Background: an optimization exercise with open tools, aiming at small area, a short achievable clock period and few clock cycles. Do not read the settings as production practice.
Function was checked by simulation only, so behaviour that the tests miss may differ from the original.
Power and IR drop assume default switching activity.

== 12-05 ==
==> flow/design.v (excerpt) <==
module m1(
input logic Clock,
input logic StartBit,
input logic Resetn,
input logic [15:0] ReadData,
output logic [15:0] WriteData,
output logic [17:0] SRAM_Address,
output logic Wen,
output logic StopBit
);
==> module m1, before the edit <==
module m1(
input logic Clock,
input logic StartBit,
input logic Resetn,
input logic [15:0] ReadData,
output logic [15:0] WriteData,
output logic [17:0] SRAM_Address,
output logic Wen,
output logic StopBit
);
localparam logic [17:0] U_BASE   = 18'd38400;
localparam logic [17:0] V_BASE   = 18'd57600;
localparam logic [17:0] RGB_BASE = 18'd146944;
logic        run;
logic [4:0]  p;        
logic [15:0] S;        
logic [7:0]  col;      
logic [17:0] Wa;       
logic        w5, w6;   
logic        wr;       
logic        f0, f1, f157, f158, f159, quirk;    
logic        last;     
assign Wen = ~wr;
always_ff @(posedge Clock or negedge Resetn) begin
	if (~Resetn) begin
		run <= 1'b0;
		p <= 5'b00001;
		S <= 16'd0;
		col <= 8'd156;
		Wa <= RGB_BASE;
		w5 <= 1'b0;
		w6 <= 1'b0;
		f0 <= 1'b0;
		f1 <= 1'b0;
		f157 <= 1'b0;
		f158 <= 1'b0;
		f159 <= 1'b0;
		quirk <= 1'b0;
		SRAM_Address <= 18'd0;
		wr <= 1'b0;
		last <= 1'b0;
		StopBit <= 1'b0;
	end else if (~run) begin
		if (StartBit && p[0]) begin
			run <= 1'b1;
			SRAM_Address <= U_BASE;
		end
	end else begin
		p <= {p[3:0], p[4]};
		wr <= 1'b0;
		if (p[0] | p[2] | p[3]) begin
			SRAM_Address <= Wa;
			if (p[0] ? w6 : w5) begin
				wr <= 1'b1;
				Wa <= Wa + 18'd1;
			end
			if (p[0] & w6 & (&Wa)) last <= 1'b1;
		end
		if (p[1]) begin
			SRAM_Address <= {2'b00, S - 16'd4};
			if (last) begin
				StopBit <= 1'b1;
				run <= 1'b0;
				p <= 5'b00000;
			end
		end
		if (p[4]) begin
			S <= S + 16'd1;
			col <= f159 ? 8'd0 : col + 8'd1;
			f0 <= f159;
			f1 <= f0;
			f157 <= (col == 8'd156);
			f158 <= f157;
			f159 <= f158;
			quirk <= (S == 16'd5);
			if (S == 16'd4) w5 <= 1'b1;
			if (S == 16'd5) w6 <= 1'b1;
			SRAM_Address <= (S[0] ? U_BASE + 18'd1 : V_BASE) + {3'b000, S[15:1]};
		end
	end
end
logic [7:0] ur [0:5];
logic [7:0] vr [0:5];
logic [15:0] upend;
logic [7:0]  vpend;
wire ins = run & p[2];
always_ff @(posedge Clock) begin
	for (int k = 0; k < 5; k++) begin
		ur[k] <= ur[k+1];
		vr[k] <= vr[k+1];
	end
	ur[5] <= ur[0];
	vr[5] <= vr[0];
	if (ins) begin
		ur[0] <= S[0] ? upend[15:8] : upend[7:0];
		vr[0] <= S[0] ? ReadData[15:8] : vpend;
	end
	if (ins & ~S[0]) upend <= ReadData;
	if (ins & S[0]) vpend <= ReadData[7:0];
end
logic usel;
always_ff @(posedge Clock) usel <= p[2];
logic [7:0] w [0:5];
always_comb begin
	if (usel) for (int k = 0; k < 6; k++) w[k] = ur[5-k];
	else      for (int k = 0; k < 6; k++) w[k] = vr[(10-k) % 6];
end
logic [7:0] a1, b1, a2, b2, a3, b3;
always_comb begin
	a1 = w[2];
	b1 = f159 ? w[2] : w[3];
	a2 = f0 ? w[2] : w[1];
	b2 = f159 ? w[2] : f158 ? w[3] : w[4];
	a3 = f0 ? w[2] : f1 ? w[1] : w[0];
	b3 = f159 ? w[2] : f158 ? w[3] : (f157 || quirk) ? w[4] : w[5];
end
logic [8:0] s1, s2, s3;
always_ff @(posedge Clock) begin
	s1 <= a1 + b1;
	s2 <= a2 + b2;
	s3 <= a3 + b3;
end
wire [8:0] io;
wire [10:0] io3;
m1_interp u_interp(.Clock(Clock), .s1(s1), .s2(s2), .s3(s3), .o(io), .o3(io3));
logic [8:0] uo;     
always_ff @(posedge Clock) uo <= io;
logic [7:0] yb, yl;
always_ff @(posedge Clock) begin
	yb <= p[4] ? ReadData[15:8] : yl;
	if (p[4]) yl <= ReadData[7:0];
end
wire [7:0] ue = ur[1];
wire [7:0] ve = vr[1];
wire [8:0] eu = {ue[7], ~ue[7], ue[6:0]};
wire [8:0] ev = {ve[7], ~ve[7], ve[6:0]};
logic esel;
always_ff @(posedge Clock) esel <= p[4];
wire [8:0] xu = esel ? eu : uo;
wire [22:0] xt;
m1_yterm u_yterm(.Y(yb), .T(xt));
logic [22:0] pt;
logic [8:0] pu, pv;
logic [10:0] pu3, pv3;
always_ff @(posedge Clock) begin
	pt <= xt;
	pu <= xu;
	pu3 <= {xu, 1'b0} + {2'b00, xu};
	if (esel) begin
		pv <= ev;
		pv3 <= {ev, 1'b0} + {2'b00, ev};
	end else begin
		pv <= io;
		pv3 <= io3;
	end
end
wire [7:0] rr, gg, bb;
m1_pix u_pix(.Clock(Clock), .T(pt), .U(pu), .U3(pu3), .V(pv), .V3(pv3), .R(rr), .G(gg), .B(bb));
logic [7:0]  bh;
logic [15:0] gbh;
always_ff @(posedge Clock) begin
	bh <= bb;
	if (p[3]) gbh <= {gg, bb};
	if (p[2])      WriteData <= {rr, gg};
	else if (p[3]) WriteData <= {bh, rr};
	else           WriteData <= gbh;
end
endmodule
export LEC_CHECK = 0
export CAP_MARGIN = 20
export CORE_MARGIN = 2
export CORE_UTILIZATION = 60
export SLEW_MARGIN = 20
create_clock -name core_clock -period 12.0 [get_ports {Clock}]
standard.sh (not shown) runs the stock make flow with config.mk's settings and CLKGATE_MAP_FILE= SYNTH_SCRIPT=/design/flow/synth_recipe.tcl, a recipe that flattens the netlist after the stock synthesis.
==> flow/flow/run.sh <==
#!/bin/bash
# Standard synthesis, then the standard layout with stronger port buffers,
# a clock tree with a strong root buffer and larger sink clusters, and
# timing repair aimed below the design's clock period. Each make run's
# full output goes to its own log here; ORFS keeps per-step logs in orfs/logs.
set -euo pipefail
bash standard.sh synth > synth.log 2>&1
bash standard.sh "BUFFER_PORTS_ARGS=-buffer_cell sky130_fd_sc_hd__buf_4" "SETUP_SLACK_MARGIN=8.3" \
  "CTS_ARGS=-sink_clustering_enable -repair_clock_nets -buf_list sky130_fd_sc_hd__clkbuf_16 -root_buf sky130_fd_sc_hd__clkbuf_16 -sink_clustering_size 26 -sink_clustering_max_diameter 150" \
  finish > layout.log 2>&1
12-05: flow completed, timing, DRC and antenna clean
Testbench counts of 12-05, summed over its fixed seeds: cycles 1,152,168.
Relative to 12-05, the following input files were edited for 10-24:
--- a/flow/design.v
+++ b/flow/design.v
@@ -13,26 +13,26 @@
 localparam logic [17:0] U_BASE   = 18'd38400;
 localparam logic [17:0] V_BASE   = 18'd57600;
 localparam logic [17:0] RGB_BASE = 18'd146944;
 logic        run;
 logic [4:0]  p;        
 logic [15:0] S;        
-logic [7:0]  col;      
-logic [17:0] Wa;       
+logic [2:0]  m5;       
+logic [16:0] Wa;       
 logic        w5, w6;   
 logic        wr;       
 logic        f0, f1, f157, f158, f159, quirk;    
 logic        last;     
 assign Wen = ~wr;
 always_ff @(posedge Clock or negedge Resetn) begin
 	if (~Resetn) begin
 		run <= 1'b0;
 		p <= 5'b00001;
 		S <= 16'd0;
-		col <= 8'd156;
-		Wa <= RGB_BASE;
+		m5 <= 3'd0;
+		Wa <= RGB_BASE[16:0];
 		w5 <= 1'b0;
 		w6 <= 1'b0;
 		f0 <= 1'b0;
 		f1 <= 1'b0;
 		f157 <= 1'b0;
 		f158 <= 1'b0;
@@ -48,16 +48,16 @@
 			SRAM_Address <= U_BASE;
 		end
 	end else begin
 		p <= {p[3:0], p[4]};
 		wr <= 1'b0;
 		if (p[0] | p[2] | p[3]) begin
-			SRAM_Address <= Wa;
+			SRAM_Address <= {1'b1, Wa};
 			if (p[0] ? w6 : w5) begin
 				wr <= 1'b1;
-				Wa <= Wa + 18'd1;
+				Wa <= Wa + 17'd1;
 			end
 			if (p[0] & w6 & (&Wa)) last <= 1'b1;
 		end
 		if (p[1]) begin
 			SRAM_Address <= {2'b00, S - 16'd4};
 			if (last) begin
@@ -65,16 +65,16 @@
 				run <= 1'b0;
 				p <= 5'b00000;
 			end
 		end
 		if (p[4]) begin
 			S <= S + 16'd1;
-			col <= f159 ? 8'd0 : col + 8'd1;
+			m5 <= (m5 == 3'd4) ? 3'd0 : m5 + 3'd1;
 			f0 <= f159;
 			f1 <= f0;
-			f157 <= (col == 8'd156);
+			f157 <= (S[4:0] == 5'd0) && (m5 == 3'd0);    
 			f158 <= f157;
 			f159 <= f158;
 			quirk <= (S == 16'd5);
 			if (S == 16'd4) w5 <= 1'b1;
 			if (S == 16'd5) w6 <= 1'b1;
 			SRAM_Address <= (S[0] ? U_BASE + 18'd1 : V_BASE) + {3'b000, S[15:1]};
@@ -127,13 +127,13 @@
 m1_interp u_interp(.Clock(Clock), .s1(s1), .s2(s2), .s3(s3), .o(io), .o3(io3));
 logic [8:0] uo;     
 always_ff @(posedge Clock) uo <= io;
 logic [7:0] yb, yl;
 always_ff @(posedge Clock) begin
 	yb <= p[4] ? ReadData[15:8] : yl;
-	if (p[4]) yl <= ReadData[7:0];
+	yl <= ReadData[7:0];    
 end
 wire [7:0] ue = ur[1];
 wire [7:0] ve = vr[1];
 wire [8:0] eu = {ue[7], ~ue[7], ue[6:0]};
 wire [8:0] ev = {ve[7], ~ve[7], ve[6:0]};
 logic esel;
Results
Summary of the comparison: layout buffer count excluding clock buffers is higher in 10-24, relative to 12-05.
Re power in the clock group: 10-24 is about 2% down on 12-05.
Summary of 10-24 over 12-05: clock edge transition at the registers on the reported setup and hold paths did not really move, sequential cell count of the final layout went down.
| first-pass GRT wire length | 10-24 vs 12-05 | worse |
Compared with 12-05, 10-24 degrades total length of routed wires.
Measured against 10-24, the total power of 12-05 comes out at 0.59 times the reference value.
Clock network fraction of total power ends up higher on 12-05.
Compared to 12-05, 10-24 has proportion of layout cells with a drive suffix above 1 0.91 points lower.
The sequential share of layout area number comes out higher for 12-05 vs 10-24.
Testbench counts of 10-24, summed over its fixed seeds: cycles 1,152,168.

==> separate check: timing with driven ports <==
The flow's constraints put no driver on any port. The routed layouts listed below were extracted and timed again, unchanged, in two steps. Step 1 (the two cells are an assumption about what drives the block):
set clk [get_ports {Clock}]
set_driving_cell -lib_cell sky130_fd_sc_hd__clkbuf_16 $clk
set_driving_cell -lib_cell sky130_fd_sc_hd__buf_2 [delete_from_list [all_inputs] $clk]
Step 2 also shifts input and output timing later by t, the mid clock arrival at the registers, as if the neighbouring blocks saw the same clock. Slacks: no drivers / after step 1 / after step 2; pairs: no drivers / after step 1.
| run | shift t [ns] | slack for setup (ns) | hold slack, ns | worst data-port slew with drivers (ns) | cell pins on the clock port's net |
|---|---|---|---|---|---|
| 12-05 | 0.607 | 8.454 / 8.397 / 8.460 | 0.345 / 0.345 / 0.345 | 0.09 | 1 |
| 10-24 | 0.609 | 8.428 / 8.370 / 8.322 | 0.332 / 0.332 / 0.332 | 0.07 | 1 |
After both steps every run listed still meets setup and hold. For 10-24, which loses most, drivers alone change the setup slack by -0.058 ns; drivers and shift together by -0.106 ns.
